Context: an optimization exercise on an open-source flow, tuned for small area and a short achievable clock period. The choices shown serve that exercise and are no tape-out recipe. Function not checked in this run: the RTL went through the layout flow alone. Power is estimated from default activity; no workload was simulated.

### config.mk
export PLATFORM = sky130hd
export DESIGN_NAME = Top_level
export DESIGN_NICKNAME = Top_level
export VERILOG_FILES = /design/flow/design.v
export SDC_FILE = /design/flow/constraint.sdc
export NUM_CORES = 4
export LEC_CHECK = 0
export CAP_MARGIN = 20
export CORE_MARGIN = 2
export CORE_UTILIZATION = 40
export PLACE_DENSITY = 0.6
export SETUP_SLACK_MARGIN = 0.5
export SLEW_MARGIN = 20
### constraint.sdc
create_clock -name core_clock -period 15.0 [get_ports {clk}]
set_input_delay 3.0000 -clock core_clock [delete_from_list [all_inputs] [get_ports {clk}]]
set_output_delay 3.0000 -clock core_clock [all_outputs]
set_load 0.01 [all_outputs]
### design.v
module Top_level(
    input clk, rst,
    output [31:0] imem_addr,
    input  [31:0] imem_data,
    output [31:0] dmem_addr,
    output [31:0] dmem_wdata,
    output dmem_we,
    output dmem_re,
    input  [31:0] dmem_rdata,
    output wb_en,
    output [3:0] wb_dest,
    output [31:0] wb_value
);
    reg  [31:0] pc;
    reg  [31:0] d_pc;           
    reg  [31:0] d_ins;          
    reg  [31:0] e_a;            
    reg  [31:0] e_b;            
    reg  [31:0] e_rm;           
    reg  [3:0]  e_cmd;          
    reg  [3:0]  e_cond;
    reg  [3:0]  e_dest;
    reg         e_wb, e_mr, e_mw, e_br, e_su, e_hz;
    reg  [31:0] m_alu, m_st;
    reg         m_wb, m_mr, m_mw, m_hz;
    reg  [3:0]  m_dest;
    reg         w_en;
    reg  [3:0]  w_dest;
    reg  [31:0] w_val;
    reg  [3:0]  status;         
    reg  [31:0] rf [1:14];
    reg  [14:1] rf_v;           
    wire [3:0] cond = d_ins[31:28];
    wire [1:0] mode = d_ins[27:26];
    wire       ins_i = d_ins[25];
    wire [3:0] opc  = d_ins[24:21];
    wire       ins_s = d_ins[20];
    wire [3:0] rn   = d_ins[19:16];
    wire [3:0] rd   = d_ins[15:12];
    wire is_dp  = (mode == 2'b00);
    wire is_mem = (mode == 2'b01);
    wire is_br  = (mode == 2'b10);
    wire is_str = is_mem & ~ins_s;
    reg       c_wb, c_su, c_inv;
    reg [3:0] c_cmd;
    always @(*) begin
        c_wb  = 1'b0;
        c_su  = 1'b0;
        c_inv = 1'b0;
        c_cmd = 4'b1000;
        if (is_dp) begin
            case (opc)
                4'b1101: begin c_cmd = 4'b0000; c_wb = 1'b1; c_su = ins_s; end  
                4'b1111: begin c_cmd = 4'b0000; c_inv = 1'b1; c_wb = 1'b1; c_su = ins_s; end  
                4'b0100: begin c_cmd = 4'b1000; c_wb = 1'b1; c_su = ins_s; end  
                4'b0101: begin c_cmd = 4'b1001; c_wb = 1'b1; c_su = ins_s; end  
                4'b0010: begin c_cmd = 4'b1010; c_inv = 1'b1; c_wb = 1'b1; c_su = ins_s; end  
                4'b0110: begin c_cmd = 4'b1011; c_inv = 1'b1; c_wb = 1'b1; c_su = ins_s; end  
                4'b0000: begin c_cmd = 4'b0001; c_wb = 1'b1; c_su = ins_s; end  
                4'b1100: begin c_cmd = 4'b0010; c_wb = 1'b1; c_su = ins_s; end  
                4'b0001: begin c_cmd = 4'b0011; c_wb = 1'b1; c_su = ins_s; end  
                4'b1010: begin c_cmd = 4'b1010; c_inv = 1'b1; c_su = 1'b1; end     
                4'b1000: begin c_cmd = 4'b0001; c_su = 1'b1; end                
                default: ;
            endcase
        end else if (is_mem) begin
            c_wb = ins_s;
        end
    end
    wire c_mr = is_mem & ins_s;
    wire c_mw = is_str;
    wire [3:0] src1 = rn;
    wire [3:0] src2 = is_str ? rd : d_ins[3:0];
    wire two_src = (is_dp & (opc != 4'b1101) & (opc != 4'b1111)) | is_str;
    function [31:0] rf_read;
        input [3:0] a;
        begin
            if (a == 4'd0 || a == 4'd15)
                rf_read = 32'b0;
            else if (rf_v[a])
                rf_read = rf[a];
            else
                rf_read = {28'b0, a};
        end
    endfunction
    wire [31:0] val_rn = rf_read(src1);
    wire [31:0] val_rm = rf_read(src2);
    reg [31:0] val2;
    wire [4:0] sh_amt = d_ins[11:7];
    wire [2:0] rot    = d_ins[10:8];
    always @(*) begin
        if (is_mem)
            val2 = {20'b0, d_ins[11:0]};
        else if (ins_i)
            val2 = {24'b0, d_ins[7:0], 24'b0, d_ins[7:0]} >> {rot, 2'b00};
        else case (d_ins[6:5])
            2'b00: val2 = val_rm << sh_amt;
            2'b01: val2 = val_rm >> sh_amt;
            2'b10: val2 = $signed(val_rm) >>> sh_amt;
            default: val2 = {val_rm, val_rm} >> sh_amt;
        endcase
    end
    wire [31:0] val2x = c_inv ? ~val2 : val2;
    wire [31:0] br_target = d_pc + {{6{d_ins[23]}}, d_ins[23:0], 2'b01};
    wire N = status[3], Z = status[2], C = status[1], V = status[0];
    reg cmet;
    always @(*) begin
        case (e_cond)
            4'b0000: cmet = Z;
            4'b0001: cmet = ~Z;
            4'b0010: cmet = C;
            4'b0011: cmet = ~C;
            4'b0100: cmet = N;
            4'b0101: cmet = ~N;
            4'b0110: cmet = V;
            4'b0111: cmet = ~V;
            4'b1000: cmet = C & ~Z;
            4'b1001: cmet = ~C | Z;
            4'b1010: cmet = (N == V);
            4'b1011: cmet = (N != V);
            4'b1100: cmet = ~Z & (N == V);
            4'b1101: cmet = Z | (N != V);
            4'b1110: cmet = 1'b1;
            default: cmet = 1'b0;
        endcase
    end
    wire x_wb = e_wb & cmet;
    wire x_mr = e_mr & cmet;
    wire x_mw = e_mw & cmet;
    wire x_br = e_br & cmet;
    wire x_su = e_su & cmet;
    wire        arith = e_cmd[3];
    wire        sub   = e_cmd[1];
    wire [31:0] b     = e_b;
    wire        cin   = e_cmd[0] ? C : sub;
    wire [33:0] sum34 = {1'b0, e_a, 1'b1} + {1'b0, b, cin};
    wire [31:0] sum   = sum34[32:1];
    wire        cout  = sum34[33];
    reg  [31:0] lres;
    always @(*) begin
        case (e_cmd[2:0])
            3'b000:  lres = b;
            3'b001:  lres = e_a & b;
            3'b010:  lres = e_a | b;
            default: lres = e_a ^ b;
        endcase
    end
    wire [31:0] res = arith ? sum : lres;
    wire [3:0] flags = {res[31], (res == 32'b0),
                        arith & cout,
                        arith & (e_a[31] == b[31]) & (sum[31] != e_a[31])};
    wire exe_hit = (e_dest == src1) | ((e_dest == src2) & two_src);
    wire mem_hit = (m_dest == src1) | ((m_dest == src2) & two_src);
    wire hazard  = (e_hz & cmet & exe_hit) | (m_hz & mem_hit);
    wire bubble  = hazard | x_br;
    wire [31:0] wbv = m_mr ? dmem_rdata : m_alu;
    wire rf_we = m_wb & (m_dest != 4'd0) & (m_dest != 4'd15);
    always @(posedge clk or posedge rst) begin
        if (rst) begin
            pc     <= 32'b0;
            d_ins  <= 32'b0;
            e_wb <= 1'b0; e_mr <= 1'b0; e_mw <= 1'b0; e_br <= 1'b0; e_su <= 1'b0; e_hz <= 1'b0;
            m_wb <= 1'b0; m_mr <= 1'b0; m_mw <= 1'b0; m_hz <= 1'b0;
            w_en   <= 1'b0;
            status <= 4'b0;
            rf_v   <= 14'b0;
        end else begin
            if (x_br)
                pc <= e_a;
            else if (~hazard)
                pc <= pc + 32'd1;
            if (x_br)
                d_ins <= 32'b0;
            else if (~hazard)
                d_ins <= imem_data;
            if (bubble) begin
                e_wb <= 1'b0; e_mr <= 1'b0; e_mw <= 1'b0; e_br <= 1'b0; e_su <= 1'b0; e_hz <= 1'b0;
            end else begin
                e_wb <= c_wb;
                e_mr <= c_mr;
                e_mw <= c_mw;
                e_br <= is_br;
                e_su <= c_su;
                e_hz <= c_wb & (c_mr | (rd != 4'd0));
            end
            m_wb <= x_wb;
            m_mr <= x_mr;
            m_mw <= x_mw;
            m_hz <= x_wb & (e_dest != 4'd0);
            w_en <= m_wb;
            if (x_su)
                status <= flags;
            if (rf_we)
                rf_v[m_dest] <= 1'b1;
        end
    end
    always @(posedge clk) begin
        if (~hazard & ~x_br)
            d_pc <= pc;
        e_a    <= is_br ? br_target : val_rn;
        e_b    <= val2x;
        e_rm   <= val_rm;
        e_cmd  <= c_cmd;
        e_cond <= cond;
        e_dest <= rd;
        m_alu  <= res;
        m_st   <= e_rm;
        m_dest <= e_dest;
        w_dest <= m_dest;
        w_val  <= wbv;
        if (rf_we)
            rf[m_dest] <= wbv;
    end
    assign imem_addr  = pc;
    assign dmem_addr  = m_alu;
    assign dmem_wdata = m_st;
    assign dmem_we    = m_mw;
    assign dmem_re    = m_mr;
    assign wb_en      = w_en;
    assign wb_dest    = w_dest;
    assign wb_value   = w_val;
endmodule
### run.sh
#!/bin/bash
# synth_recipe.tcl (not shown) runs the flow's synth.tcl, then flattens the netlist and writes it again
# the make line also repeats each setting of config.mk as NAME=value (left out here)
make -C /OpenROAD-flow-scripts/flow DESIGN_CONFIG=/design/flow/config.mk WORK_HOME=/design/flow/orfs CLKGATE_MAP_FILE= SYNTH_SCRIPT=/design/flow/synth_recipe.tcl finish
==> results.txt <==
## power breakdown
group	internal [mW]	switching, mW	total (mW)	leakage (nW)
registers	2.96	0.543	3.50	7.37
clock network	1.26	0.960	2.22	1.41
logic	2.81	5.85	8.65	10.1
total	7.03	7.35	14.4	18.9
## through the flow
| stage | power (mW) | instances | area (um^2) | utilization | hold slack (ps) |
|---|---|---|---|---|---|
| finish | 14.4 | 5804 | 51100 | 0.461 | 322 |
| global route | 14.8 | 5801 | 51100 | 0.460 | 326 |
| CTS | 14.1 | 5801 | 51100 | 0.460 | 321 |
| detailed placement | 11.8 | 5641 | 48100 | 0.434 | 312 |
| global placement | 11.8 | 5640 | 48100 | 0.434 | 312 |
| floorplan | 8.49 | 4167 | 44900 | - | 310 |
## cells in the final DEF, fill, tap and decap left out, drive strengths merged, types with 39 or more instances in the layout
cell type      Yosys  final
clkdlybuf4s50      0    200
ha               113    113
and2              56     56
nor3              83     83
nand2            440    440
dfxtp            211    211
mux4             135    135
mux2              95     95
a221oi            39     39
nor2             214    214
o211a             54     54
a211oi           114    114
a22oi             42     42
clkbuf           206    123
nand3             64     64
a21o              57     57
xnor2             72     72
buf               98     90
mux2i            186    186
dfrtp             93     93
o21ai            236    236
xor2              50     50
a21oi            247    247
edfxtp           480    480
o211ai            64     64
o22ai             51     51
inv              153    159
## state kept, by name, indices dropped and copies added (netlist names), 32 cells and up
register and cells:
m_alu 32, w_val 32, e_b 32, rf 448, d_pc 32, e_a 32, m_st 32, e_rm 32
pc 32, d_ins 32
## cell families after synthesis
kind of cell               Yosys count  synth area share
buffers and inverters              460            0.0438
muxes                              416             0.134
and+or+nand+nor                   1062             0.111
xor gates and xnor gates           122            0.0238
adders and majority gates          114            0.0320
AOI/OAI and AO/OA                 1209             0.188
DFF                                784             0.467
## worst max path at each step
| stage | startpoint | slack (ps) | cells after the start | endpoint |
|---|---|---|---|---|
| 2_1_floorplan | rst | 9580 | 1 | d_ins[0]$_DFFE_PP0P_ |
| 3_3_place_gp | d_ins[26]$_DFFE_PP0P_ | 8470 | 15 | e_b[23]$_DFF_P_ |
| 3_5_place_dp | d_ins[26]$_DFFE_PP0P_ | 8370 | 15 | e_b[23]$_DFF_P_ |
| 4_1_cts | d_ins[26]$_DFFE_PP0P_ | 8310 | 15 | e_b[23]$_DFF_P_ |
| 5_1_grt | d_ins[26]$_DFFE_PP0P_ | 7850 | 15 | e_b[23]$_DFF_P_ |
| 6_report | d_ins[26]$_DFFE_PP0P_ | 8040 | 16 | e_b[8]$_DFF_P_ |
## cell type report
type / instances / area, um^2 / share of cell area
well taps: 1488 / 1860 / 0.0364
clock buffers: 123 / 2400 / 0.0470
clock inverters: 37 / 541 / 0.0106
inverters: 156 / 593 / 0.0116
flip-flops and latches: 784 / 21000 / 0.411
multi-input cells: 2923 / 22000 / 0.431
diodes: 3 / 7.51 / 0.000147
repair buffers: 290 / 2690 / 0.0526
## routing by layer
metal  vias to the layer above  track usage
met5                         -     0.000417
met4                         6        0.163
met3                       501       0.0817
met2                      2380        0.471
met1                     18700        0.425
li1                      16100            -
==> out/qor.json <==
{
  "tritoncts.num_buffers": {"value": 86},
  "drtPass1Iterations": {"value": 8},
  "final_antenna_violating_net_count": {"value": 0},
  "clk-insertion-delay-late": {"value": 710, "unit": "ps"},
  "fin_worst_skew": {"value": 44.8, "unit": "ps"},
  "clkTransAtPathRegs": {"value": 60, "unit": "ps"},
  "portBuffers": {"value": 200},
  "run_status": {"value": "timing/DRC/antenna clean"},
  "drcViolationCount": {"value": 0},
  "crit_required": {"value": 15570, "unit": "ps"},
  "cts_tree": {"value": "built"},
  "timing.critical_path.cells": {"value": "or3b_4 > a21boi_4 > buf_4 > inv_4 > ha_1 > a22oi_2 > nand2_1 > nor3_4 > buf_4 > a22oi_1 > mux2_2 > mux2i_1 > mux2i_1 > a221oi_1 > a31oi_1 > xnor2_1"},
  "groute.usage.overall": {"value": 0.316},
  "crit_fanout": {"value": 38},
  "holdPathEnd": {"value": "m_st[12]$_DFF_P_"},
  "number_of_hold_slack_violations_in_the_final_timing_report": {"value": 0},
  "hp-start": {"value": "e_rm[12]$_DFF_P_"},
  "final_net_count": {"value": 4421},
  "netlist_top_cells_count": {"value": "sky130_fd_sc_hd__edfxtp_1, sky130_fd_sc_hd__nand2_1, sky130_fd_sc_hd__a21oi_1, sky130_fd_sc_hd__o21ai_0, sky130_fd_sc_hd__nor2_1"},
  "rr_endpoint": {"value": "e_b[8]$_DFF_P_"},
  "power.density": {"value": 281, "unit": "mW/mm^2"},
  "rsz0062_at_grt": {"value": "false"},
  "slowest_stage": {"value": "sky130_fd_sc_hd__or3b_4"},
  "finalSetupTns": {"value": 0, "unit": "ps"},
  "synth_warnings": {"value": 1},
  "clockBufferDepth": {"value": 3},
  "netlist_instances": {"value": 4167},
  "cap_viol_max_count": {"value": 0},
  "first_iter_violations": {"value": 5618},
  "reg2regPathDepth": {"value": 16},
  "fillerInstances": {"value": 10200},
  "post_cts_hold_buffers": {"value": 0},
  "synth-edff-count": {"value": 480},
  "ys_seq_elements": {"value": 784},
  "sum_of_routed_wire_segments_on_met1": {"value": 74.6, "unit": "mm"},
  "grt_pass1_wl": {"value": 265, "unit": "mm"},
  "final_wirelength": {"value": 187, "unit": "mm"},
  "timing.final.ws_setup": {"value": 8040, "unit": "ps"},
  "critical_path.n_buffers_inverters": {"value": 3},
  "worst_hold_path.num_cells": {"value": 0},
  "endpoint_kind": {"value": "flop"},
  "p_leak": {"value": 18.9, "unit": "nW"},
  "top_layer": {"value": "met5"},
  "core-area": {"value": 0.111, "unit": "mm^2"},
  "cts_root_cell": {"value": "sky130_fd_sc_hd__clkbuf_16"},
  "via_density_per_instance": {"value": 6.50},
  "synth-seq-area-share": {"value": 0.467},
  "reg2reg_slack": {"value": 8040, "unit": "ps"},
  "largest_net_degree_at_the_start_of_global_routing": {"value": 95},
  "synthFlopType": {"value": "sky130_fd_sc_hd__edfxtp_1"},
  "hold_class": {"value": "flop to flop"},
  "report.final.slew_viol_count": {"value": 0},
  "synthesis.nets": {"value": 4347},
  "clock_tree.htree_level_count": {"value": 3},
  "initial_utilization": {"value": 0.404},
  "share_of_the_clock_period_used_by_the_worst_path_after_layout": {"value": 0.464},
  "critical_path_class": {"value": "flop to flop"},
  "worstMarginPinSlew": {"value": 1230, "unit": "ps"},
  "floorplan.rows": {"value": 122},
  "max-vdd-ir-drop": {"value": 0.166, "unit": "mV"},
  "synth_top_area_frac": {"value": 0.321},
  "first_global_vias": {"value": 35700},
  "crit_path_max_incr_delay": {"value": 710, "unit": "ps"},
  "place.gp.congestion": {"value": 1.05},
  "dr_wl_met2": {"value": 80.8, "unit": "mm"},
  "ys_async_sr_fraction": {"value": 0.119},
  "critPathArrivalTime": {"value": 7520, "unit": "ps"},
  "synth_cell_types": {"value": 114},
  "path_delay_family": {"value": "compound AO/OA/AOI/OAI gates"},
  "syn_to_final_growth": {"value": 13.9, "unit": "%"},
  "layout-drive-gt1-share": {"value": 0.126},
  "timing.final.setup_violations": {"value": 0},
  "dr_wl_met3": {"value": 20.3, "unit": "mm"},
  "die-height": {"value": 339, "unit": "um"},
  "maxClockFrequency": {"value": 0.144, "unit": "GHz"},
  "critical_path.startpoint_type": {"value": "flop"},
  "place.detailed.hpwl": {"value": 129, "unit": "mm"},
  "chipWidth": {"value": 339, "unit": "um"},
  "synthDominantAreaCellType": {"value": "sky130_fd_sc_hd__edfxtp_1"},
  "ctsResizeCount": {"value": 0},
  "gr-total-overflow": {"value": 0},
  "r2r_start": {"value": "d_ins[26]$_DFFE_PP0P_"},
  "synthMostInstantiatedCell": {"value": "sky130_fd_sc_hd__edfxtp_1"},
  "area_enclosed_by_the_die_boundary": {"value": 0.115, "unit": "mm^2"},
  "netlist_area": {"value": 0.0449, "unit": "mm^2"},
  "routed_wire_length_per_instance": {"value": 32.2, "unit": "um"},
  "timing.max_slew.rel_slack": {"value": 0.179},
  "clock_sinks": {"value": 784},
  "io_pins": {"value": 201},
  "post_cts_buffers": {"value": 0},
  "preCtsSetupSlack": {"value": 8370, "unit": "ps"},
  "dr_total_vias": {"value": 37700},
  "synth.area.top_cells": {"value": "sky130_fd_sc_hd__edfxtp_1, sky130_fd_sc_hd__dfxtp_1, sky130_fd_sc_hd__mux4_2"},
  "syn-mean-instance-area": {"value": 10.8, "unit": "um^2"},
  "final_period_minus_worst_setup_slack": {"value": 6960, "unit": "ps"},
  "antenna_violations_before_repair": {"value": 11}
}

## port drivers added, routing unchanged
In the flow no input, the clock included, has a driving cell. The finished layout below was timed again as built, in two steps. Step 1, drivers: a clkbuf_16 drives clk and a buf_2 each remaining input, both assumed. Step 2, shift: input delay + t, output delay - t, t = (earliest + latest rising clock arrival at the registers) / 2. This alone moves slack from input paths to output paths. Slacks: ideal / step 1 / step 2; pairs: ideal / step 1.
shift t [ns]: 0.765
setup WS [ns]: 8.045 / 8.045 / 8.045
clock arrival spread, ns: 0.047 / 0.048
slew at the worst register clock pin (ns): 0.08 / 0.08
worst slew at a driven data input, ns: 0.06
After both steps setup and hold are still met in this run. The setup slack of this run moves by 0.000 ns with the drivers and by 0.000 ns with both steps.
